Background: an optimization exercise with open tools, aiming at small area, a short achievable clock period and few clock cycles. Do not read the settings as production practice.
Function not checked in this run: the RTL went through the layout flow alone.
No activity file was given, so power comes from the tool's default toggle rates.

==> flow/design.v <==
module ks_add32(
input wire [31:0] i_a,
input wire [31:0] i_b,
input wire i_cin,
output wire [32:0] o_sum
);
wire [31:0] p0 = i_a ^ i_b;
wire [31:0] g0 = i_a & i_b;
wire [31:0] g [0:5];
wire [31:0] p [0:5];
assign g[0] = {g0[31:1], g0[0] | (p0[0] & i_cin)};
assign p[0] = p0;
genvar l, i;
generate
for (l = 0; l < 5; l = l + 1) begin : lvl
    for (i = 0; i < 32; i = i + 1) begin : b
        if (i >= (1 << l)) begin : comb
            assign g[l+1][i] = g[l][i] | (p[l][i] & g[l][i - (1 << l)]);
            assign p[l+1][i] = p[l][i] & p[l][i - (1 << l)];
        end else begin : pass
            assign g[l+1][i] = g[l][i];
            assign p[l+1][i] = p[l][i];
        end
    end
end
endgenerate
assign o_sum = {g[5][31], p0 ^ {g[5][30:0], i_cin}};
endmodule
`timescale 1ns / 1ps
module s_core(
input wire clk ,
input wire rst_n,
output wire[31:0] o_imem_addr,
input wire[31:0] i_imem_data,
output wire[31:0] o_dmem_addr,
output wire[3:0] o_dmem_we,
output wire[31:0] o_dmem_wdata,
input wire[31:0] i_dmem_rdata
);
reg [31:2] pc;           
reg [31:0] ir;           
reg [31:2] pcx;          
reg        vx;           
assign o_imem_addr = {pc, 2'b00};
wire [4:0] opc = ir[6:2];
wire [4:0] rd  = ir[11:7];
wire [4:0] rs1 = ir[19:15];
wire [4:0] rs2 = ir[24:20];
wire [2:0] f3  = ir[14:12];
wire is_lui   = opc == 5'b01101;
wire is_auipc = opc == 5'b00101;
wire is_jal   = opc == 5'b11011;
wire is_jalr  = opc == 5'b11001;
wire is_br    = opc == 5'b11000;
wire is_ld    = opc == 5'b00000;
wire is_st    = opc == 5'b01000;
wire is_opi   = opc == 5'b00100;
wire is_op    = opc == 5'b01100;
wire rs1_used = !(is_lui || is_auipc || is_jal);
wire rs2_used = is_op || is_st || is_br;
wire wr_rd    = !(is_st || is_br) && rd != 5'd0;
wire [31:0] imm_i = {{20{ir[31]}}, ir[31:20]};
wire [31:0] imm_s = {{20{ir[31]}}, ir[31:25], ir[11:7]};
wire [31:0] imm_b = {{20{ir[31]}}, ir[7], ir[30:25], ir[11:8], 1'b0};
wire [31:0] imm_u = {ir[31:12], 12'b0};
wire [31:0] imm_j = {{12{ir[31]}}, ir[19:12], ir[20], ir[30:21], 1'b0};
reg [31:0] rf [1:31];
wire [31:0] rf1 = (rs1 == 5'd0) ? 32'b0 : rf[rs1];
wire [31:0] rf2 = (rs2 == 5'd0) ? 32'b0 : rf[rs2];
reg       m_ldv;         
reg [4:0] m_rd;
reg [2:0] m_f3;
reg [1:0] m_off;
reg       w_ldv;         
reg [4:0] w_rd;
reg [2:0] w_f3;
reg [1:0] w_off;
reg        e0_v;
reg [4:0]  e0_rd;
reg [2:0]  e0_f3;
reg [1:0]  e0_off;
reg [31:0] e0_raw;
reg        e1_v;
reg [4:0]  e1_rd;
reg [31:0] e1_val;
reg [31:0] e0_val;
reg [31:0] e0_sh;
always @(*) begin
    e0_sh = e0_raw >> {e0_off, 3'b000};
    case (e0_f3[1:0])
        2'b00:   e0_val = {{24{~e0_f3[2] & e0_sh[7]}}, e0_sh[7:0]};
        2'b01:   e0_val = {{16{~e0_f3[2] & e0_sh[15]}}, e0_sh[15:0]};
        default: e0_val = e0_raw;
    endcase
end
wire f01 = e0_v && e0_rd == rs1;
wire f11 = e1_v && e1_rd == rs1;
wire f02 = e0_v && e0_rd == rs2;
wire f12 = e1_v && e1_rd == rs2;
wire [31:0] a = f01 ? e0_val : f11 ? e1_val : rf1;
wire [31:0] b = f02 ? e0_val : f12 ? e1_val : rf2;
wire hz1 = rs1_used && ((m_ldv && m_rd == rs1) || (w_ldv && w_rd == rs1));
wire hz2 = rs2_used && ((m_ldv && m_rd == rs2) || (w_ldv && w_rd == rs2));
wire full  = w_ldv && e0_v && e1_v;      
wire stall = vx && (hz1 || hz2 || (full && wr_rd));
wire go    = vx && !stall;               
wire x_we  = go && wr_rd;
wire e1_we = e1_v && !x_we;
wire e0_we = e0_v && !x_we && !e1_v;
wire e0_stay = e0_v && !e0_we && !(x_we && rd == e0_rd);
wire e1_stay = e1_v && !e1_we && !(x_we && rd == e1_rd);
wire ld_new  = w_ldv && !(x_we && rd == w_rd);
wire e0_mv   = ld_new && e0_stay && e0_rd != w_rd;     
wire e0_v_n  = ld_new || e0_stay;
wire e1_v_n  = e0_mv || (e1_stay && !(ld_new && e1_rd == w_rd));
wire use_imm = !(is_op || is_br);
wire [31:0] opb = !use_imm ? b : (is_st ? imm_s : imm_i);
wire sub = is_br || ((is_op || is_opi) && (f3 == 3'b010 || f3 == 3'b011)) || (is_op && f3 == 3'b000 && ir[30]);
wire [32:0] sum;
ks_add32 u_add(.i_a(a), .i_b(sub ? ~opb : opb), .i_cin(sub), .o_sum(sum));
wire ltu = ~sum[32];
wire lts = (a[31] ^ opb[31]) ? a[31] : sum[31];
wire eq  = a == b;
wire [4:0] shamt = opb[4:0];
wire [31:0] sll = a << shamt;
wire [31:0] srx = $signed({ir[30] & a[31], a}) >>> shamt;
reg [31:0] alu;
always @(*) begin
    case (f3)
        3'b000: alu = sum[31:0];
        3'b001: alu = sll;
        3'b010: alu = {31'b0, lts};
        3'b011: alu = {31'b0, ltu};
        3'b100: alu = a ^ opb;
        3'b101: alu = srx;
        3'b110: alu = a | opb;
        default: alu = a & opb;
    endcase
end
wire [31:0] pcimm = {pcx, 2'b00} + (is_br ? imm_b : is_jal ? imm_j : imm_u);
wire [31:0] res = is_lui ? imm_u :
                  is_auipc ? pcimm :
                  (is_jal || is_jalr) ? {pc, 2'b00} :    
                  alu;
reg bcond;
always @(*) begin
    case (f3)
        3'b000: bcond = eq;
        3'b001: bcond = !eq;
        3'b100: bcond = lts;
        3'b101: bcond = !lts;
        3'b110: bcond = ltu;
        default: bcond = !ltu;
    endcase
end
wire taken = go && (is_jal || is_jalr || (is_br && bcond));
wire [31:2] target = is_jalr ? sum[31:2] : pcimm[31:2];
wire [4:0]  wa = x_we ? rd : e1_v ? e1_rd : e0_rd;
wire [31:0] wd = x_we ? res : e1_v ? e1_val : e0_val;
always @(posedge clk) begin
    if (x_we || e0_v || e1_v)
        rf[wa] <= wd;
end
always @(posedge clk) begin
    if (!rst_n) begin
        pc <= 30'd0;
        vx <= 1'b0;
    end else if (taken) begin
        pc <= target;
        vx <= 1'b0;
    end else if (!stall) begin
        pc <= pc + 30'd1;
        vx <= 1'b1;
    end
end
always @(posedge clk) begin
    if (!stall) begin
        ir  <= i_imem_data;
        pcx <= pc;
    end
end
reg [29:0] m_addr;
reg [3:0]  m_we;
reg [31:0] m_wdata;
assign o_dmem_addr  = {2'b00, m_addr};
assign o_dmem_we    = m_we;
assign o_dmem_wdata = m_wdata;
always @(posedge clk) begin
    m_addr  <= sum[31:2];
    m_wdata <= f3[1] ? b : f3[0] ? {2{b[15:0]}} : {4{b[7:0]}};
    m_f3    <= f3;
    m_off   <= sum[1:0];
    m_rd    <= rd;
    w_rd    <= m_rd;
    w_f3    <= m_f3;
    w_off   <= m_off;
end
always @(posedge clk) begin
    if (!rst_n) begin
        m_we  <= 4'b0;
        m_ldv <= 1'b0;
        w_ldv <= 1'b0;
        e0_v  <= 1'b0;
        e1_v  <= 1'b0;
    end else begin
        m_we  <= (go && is_st) ? (f3[1] ? 4'b1111 :
                                  f3[0] ? (sum[1] ? 4'b1100 : 4'b0011) :
                                  (4'b0001 << sum[1:0])) : 4'b0000;
        m_ldv <= go && is_ld && rd != 5'd0;
        w_ldv <= m_ldv && !(x_we && rd == m_rd);
        e0_v  <= e0_v_n;
        e1_v  <= e1_v_n;
    end
end
always @(posedge clk) begin
    if (ld_new) begin
        e0_raw <= i_dmem_rdata;
        e0_rd  <= w_rd;
        e0_f3  <= w_f3;
        e0_off <= w_off;
    end
    if (e0_mv) begin
        e1_rd  <= e0_rd;
        e1_val <= e0_val;
    end
end
endmodule
==> flow/flow/run.sh <==
#!/bin/bash
# Standard ORFS layout (the standard.sh, unchanged synthesis), with the
# repair_timing steps asked for extra setup margin so the resizer works on the
# critical paths instead of stopping at the (loose) clock constraint. The SDC
# is the standard flow's own, unchanged.
set -euo pipefail
cd "$(dirname "$0")/.."
MARGIN=$(cat flow/margin.txt)
bash standard.sh SETUP_SLACK_MARGIN=$MARGIN TNS_END_PERCENT=$(cat flow/tns.txt) finish > flow_make.log 2>&1
==> flow/flow/margin.txt <==
21
==> flow/flow/tns.txt <==
10
==> flow/standard.sh <==
#!/bin/bash
# synth_recipe.tcl (not shown) runs the flow's synth.tcl, then flattens the netlist and writes it again
# the make line also repeats each setting of config.mk as NAME=value (left out here)
make -C /OpenROAD-flow-scripts/flow DESIGN_CONFIG=/design/flow/config.mk WORK_HOME=/design/flow/orfs CLKGATE_MAP_FILE= SYNTH_SCRIPT=/design/flow/synth_recipe.tcl "${@:-finish}"
==> flow/config.mk <==
export PLATFORM = sky130hd
export DESIGN_NAME = s_core
export DESIGN_NICKNAME = s_core
export VERILOG_FILES = /design/flow/design.v
export SDC_FILE = /design/flow/constraint.sdc
export NUM_CORES = 4
export LEC_CHECK = 0
export CAP_MARGIN = 20
export CORE_MARGIN = 2
export CORE_UTILIZATION = 40
export PLACE_DENSITY = 0.6
export SLEW_MARGIN = 20
==> flow/constraint.sdc <==
create_clock -name core_clock -period 28.0 [get_ports {clk}]
set_input_delay 5.6000 -clock core_clock [delete_from_list [all_inputs] [get_ports {clk}]]
set_output_delay 5.6000 -clock core_clock [all_outputs]
set_load 0.01 [all_outputs]
==> run notes <==
drt pass-1 iters 8; Top FF cell, synth edfxtp_1; hold_ws between 300 and 400 ps; hold depth 0; Detailed Place HPWL 193 mm; Worst VDD drop 0.0000444 V; routed via count ~55,000; CP Cell Sequence clkdlybuf4s50_1; Max Fanout on Critical Path 2; pin count of the biggest net entering global routing 60; hold buffer count at cts 0; # DRC 0; TritonCTS Buffers 142; CTS tree yes; syn_area_per_cell 12.9 um2; Max stage delay on crit path 530 ps; P_leak around 29 nW; Buf/Inv on CP 1; overall power 5.06 mW; worst slack, placed 18,010 ps; worst-margin pin slew between 1000 and 1500 ps; crit path kind flop to primary output; final setup fails 0; fraction of registers with async set or reset after synthesis 0; sequential share of the synthesized area 0.524; Num Clock Sinks 1,262; final hold violations 0; area delta synth->final 17.8%; Max Fclk ~140 MHz; I/O pins between 150 and 200; unrepaired setup endpoints after global routing true; Row Count approximately 150; synth top area cells edfxtp_1 49%, mux4_2 12%, mux2i_1 4.9%; antenna violations before repair 21; Final Max Slew Viols 0; chip width 422 um; Routed Antenna Nets 0; height of the die 422 um; Clk Latency, worst-skew pair 840 ps; routability cong. 1.04; PortBufs 159; Iter 0 DRT Violations 8,900; worst min-delay path endpoint w_f3[2]; Reg clk slew, reported paths 60 ps; status complete, no violations; Max transition margin 0.136; grt ovf 0; Synth top area share 0.486; CTS Buffer Depth 3; Fin Setup TNS 0 ps; Crit path required time around 22,000 ps; vias per cell 6.80; number of max-cap violations 0; H-tree levels 4; CORE AREA 174,000 um2; Clk Tree Root Cell clkbuf_16; r2r setup slk 20,700 ps; vias in the first global route 51,500; Die ar. between 150,000 and 200,000 um2; Post-Synthesis Cells 5,399; placed instance area 74,600 um2; final instance area 82,300 um2; top-count cell post-synth edfxtp_1; NumNets Final 5,840; area leader, netlist edfxtp_1; first-pass GRT wire length between 400 and 500 mm; critical path launch point type flop; Post-synth EDFFs 1,131; Setup crit end kind primary output; period utilization 0.261; Synth cell types approximately 100; power per cell area 61.5 nW/um2; fraction of layout cells with a size suffix above 1 0.226; final setup margin 20,700 ps; Arrival @ worst endpoint 1700 ps; starting density of the core 0.402; Crit path max-delay family buffers and inverters; Reg2Reg Depth 16; wirelength, routed 311 mm; Hold Startpoint m_f3[2]; clock skew about 52 ps; Yosys reg bits 1,262; Worst R2R End rf[4][25]; mapped cell area roughly 70,000 um2; post-route minimum period 7300 ps; Worst path slowest cell clkdlybuf4s50_1; number of synthesis warnings 2; worst hold path type flop to flop; mean routed wirelength per cell 38.4 um; top cells by count, synth 1,131 x edfxtp_1, 397 x nand2_1, 383 x mux4_2, 365 x nor2_1, 339 x mux2i_1; gr usage total 0.338
## state kept, by name, indices dropped and copies added, names as in the netlist, 4 cells and up, named ones only
name / count
e0_rd: 5
pcx: 30
m_addr: 30
e1_rd: 5
ir: 30
rf: 992
e1_val: 32
pc: 30
e0_raw: 32
m_rd: 5
w_rd: 5
m_wdata: 32
m_we: 4
## worst register-to-register path: stages (launching register included)
cell and delay, ps:
dfxtp_4 470, buf_16 220, buf_12 300, mux4_4 710, mux4_2 480, nand4_1 140
a41o_1 380, buf_4 560, clkinv_1 160, buf_4 360, mux2_2 380, o21ai_0 100
mux2i_1 530, o21ai_0 430, nor4_1 680, o211ai_1 370, o221a_2 600
## cell type report
| class | count | area (um2) |
|---|---|---|
| antenna | 8 | 20.0 |
| clock buffer | 178 | 3760 |
| clock inverter | 76 | 748 |
| fill | 15300 | 91300 |
| inverter | 123 | 467 |
| multi-input combinational | 3596 | 32000 |
| sequential | 1262 | 36700 |
| tap | 2325 | 2910 |
| timing repair buffer | 521 | 5710 |
## placed cells by master, fill, tap and decap left out, types with 21 or more instances in the layout
| master | instances |
|---|---|
| clkbuf_1 | 30 |
| clkinv_2 | 37 |
| clkbuf_16 | 152 |
| clkdlybuf4s50_1 | 129 |
| edfxtp_1 | 1131 |
| nand3_1 | 117 |
| nand4b_1 | 23 |
| o211ai_1 | 53 |
| xor2_1 | 85 |
| a31oi_1 | 30 |
| buf_12 | 24 |
| nand2_1 | 392 |
| a221oi_1 | 35 |
| nand2b_1 | 21 |
| ha_1 | 123 |
| a22oi_1 | 99 |
| nor2_4 | 37 |
| buf_4 | 267 |
| o21a_1 | 34 |
| mux4_2 | 383 |
| o221ai_1 | 22 |
| o22ai_1 | 70 |
| nor3_1 | 57 |
| dfxtp_4 | 31 |
| nor2_1 | 319 |
| a211o_1 | 22 |
| a21oi_1 | 301 |
| dlygate4sd2_1 | 28 |
| nand4_1 | 40 |
| a211oi_1 | 57 |
| o21ai_0 | 178 |
| mux2i_1 | 333 |
| buf_16 | 21 |
| a21o_1 | 65 |
| mux2_2 | 64 |
| dfxtp_1 | 92 |
| xnor2_1 | 97 |
| inv_1 | 111 |
| and3_1 | 42 |
| nor2b_1 | 26 |
## layer usage
metal / GRT usage / vias to the layer above / part of all wire
met4: 0.228 / 18 / 0.080
met1: 0.424 / 27800 / 0.36
met5: 0.0102 / - / 0.00049
met3: 0.0966 / 978 / 0.12
li1: - / 21900 / -
met2: 0.507 / 4285 / 0.44
## cells by family (layout without fill, tap and decap cells)
logic type	after synthesis	count (layout)	synth area share
AO/OA/AOI/OAI	1261	1264	0.123
other	1	12	0.0000537
adder cells (fa/ha/maj)	128	128	0.0231
multiplexers	804	804	0.189
XOR/XNOR	191	191	0.0239
buffers and inverters	547	898	0.0382
flip-flops	1262	1262	0.524
AND/OR/NAND/NOR	1205	1205	0.0793
## worst max-delay path by stage
stage,start,to,cells past startpoint
floorplan,flop,rf[10][20],31
global placement,flop,rf[12][29],25
detailed placement,flop,rf[9][29],24
CTS,pc[29],o_imem_addr[29],1
global route,pc[16],o_imem_addr[16],1
finish,pc[16],o_imem_addr[16],1
## report_power, final
group | total [mW] | internal (mW) | leakage (nW) | switching [mW]
clock | 1.84 | 1.03 | 2.22 | 0.813
sequential | 2.16 | 2.13 | 11.5 | 0.0285
combinational | 1.06 | 0.368 | 15.4 | 0.692
total | 5.06 | 3.53 | 29.1 | 1.53
## timing repair
| item | CTS | global route |
|---|---|---|
| pin swaps | 17 | 14 |
| setup endpoints to repair | 1143 | 902 |
| cloned | 23 | 9 |
| setup buffers | 73 | 25 |
| resized for setup | 263 | 70 |
## metrics by stage
step,util,instances
final,0.474,8089
after global routing,0.474,8082
after CTS,0.469,8045
after detailed placement,0.430,7695
after global placement,0.429,7692
after floorplan,-,5402

what the ideal ports hide:
No port has a modelled driver above. Below, the same layout with a new extraction and two added sets of constraints.
Step 1 (the two cells are an assumption about what drives the block):
set clk [get_ports {clk}]
set_driving_cell -lib_cell sky130_fd_sc_hd__clkbuf_16 $clk
set_driving_cell -lib_cell sky130_fd_sc_hd__buf_2 [delete_from_list [all_inputs] $clk]
Step 2 also shifts input and output timing later by t, the mid clock arrival at the registers, as if the neighbouring blocks saw the same clock.
a / b / c = no drivers / after step 1 / after step 2; a / b = the first two.
shift t [ns]: 0.893
setup slack, ns: 20.703 / 20.619 / 20.435
worst data-port slew with drivers (ns): 0.09
After both steps setup and hold are still met in this run. The setup slack of this run moves by -0.084 ns with the drivers and by -0.268 ns with both steps.
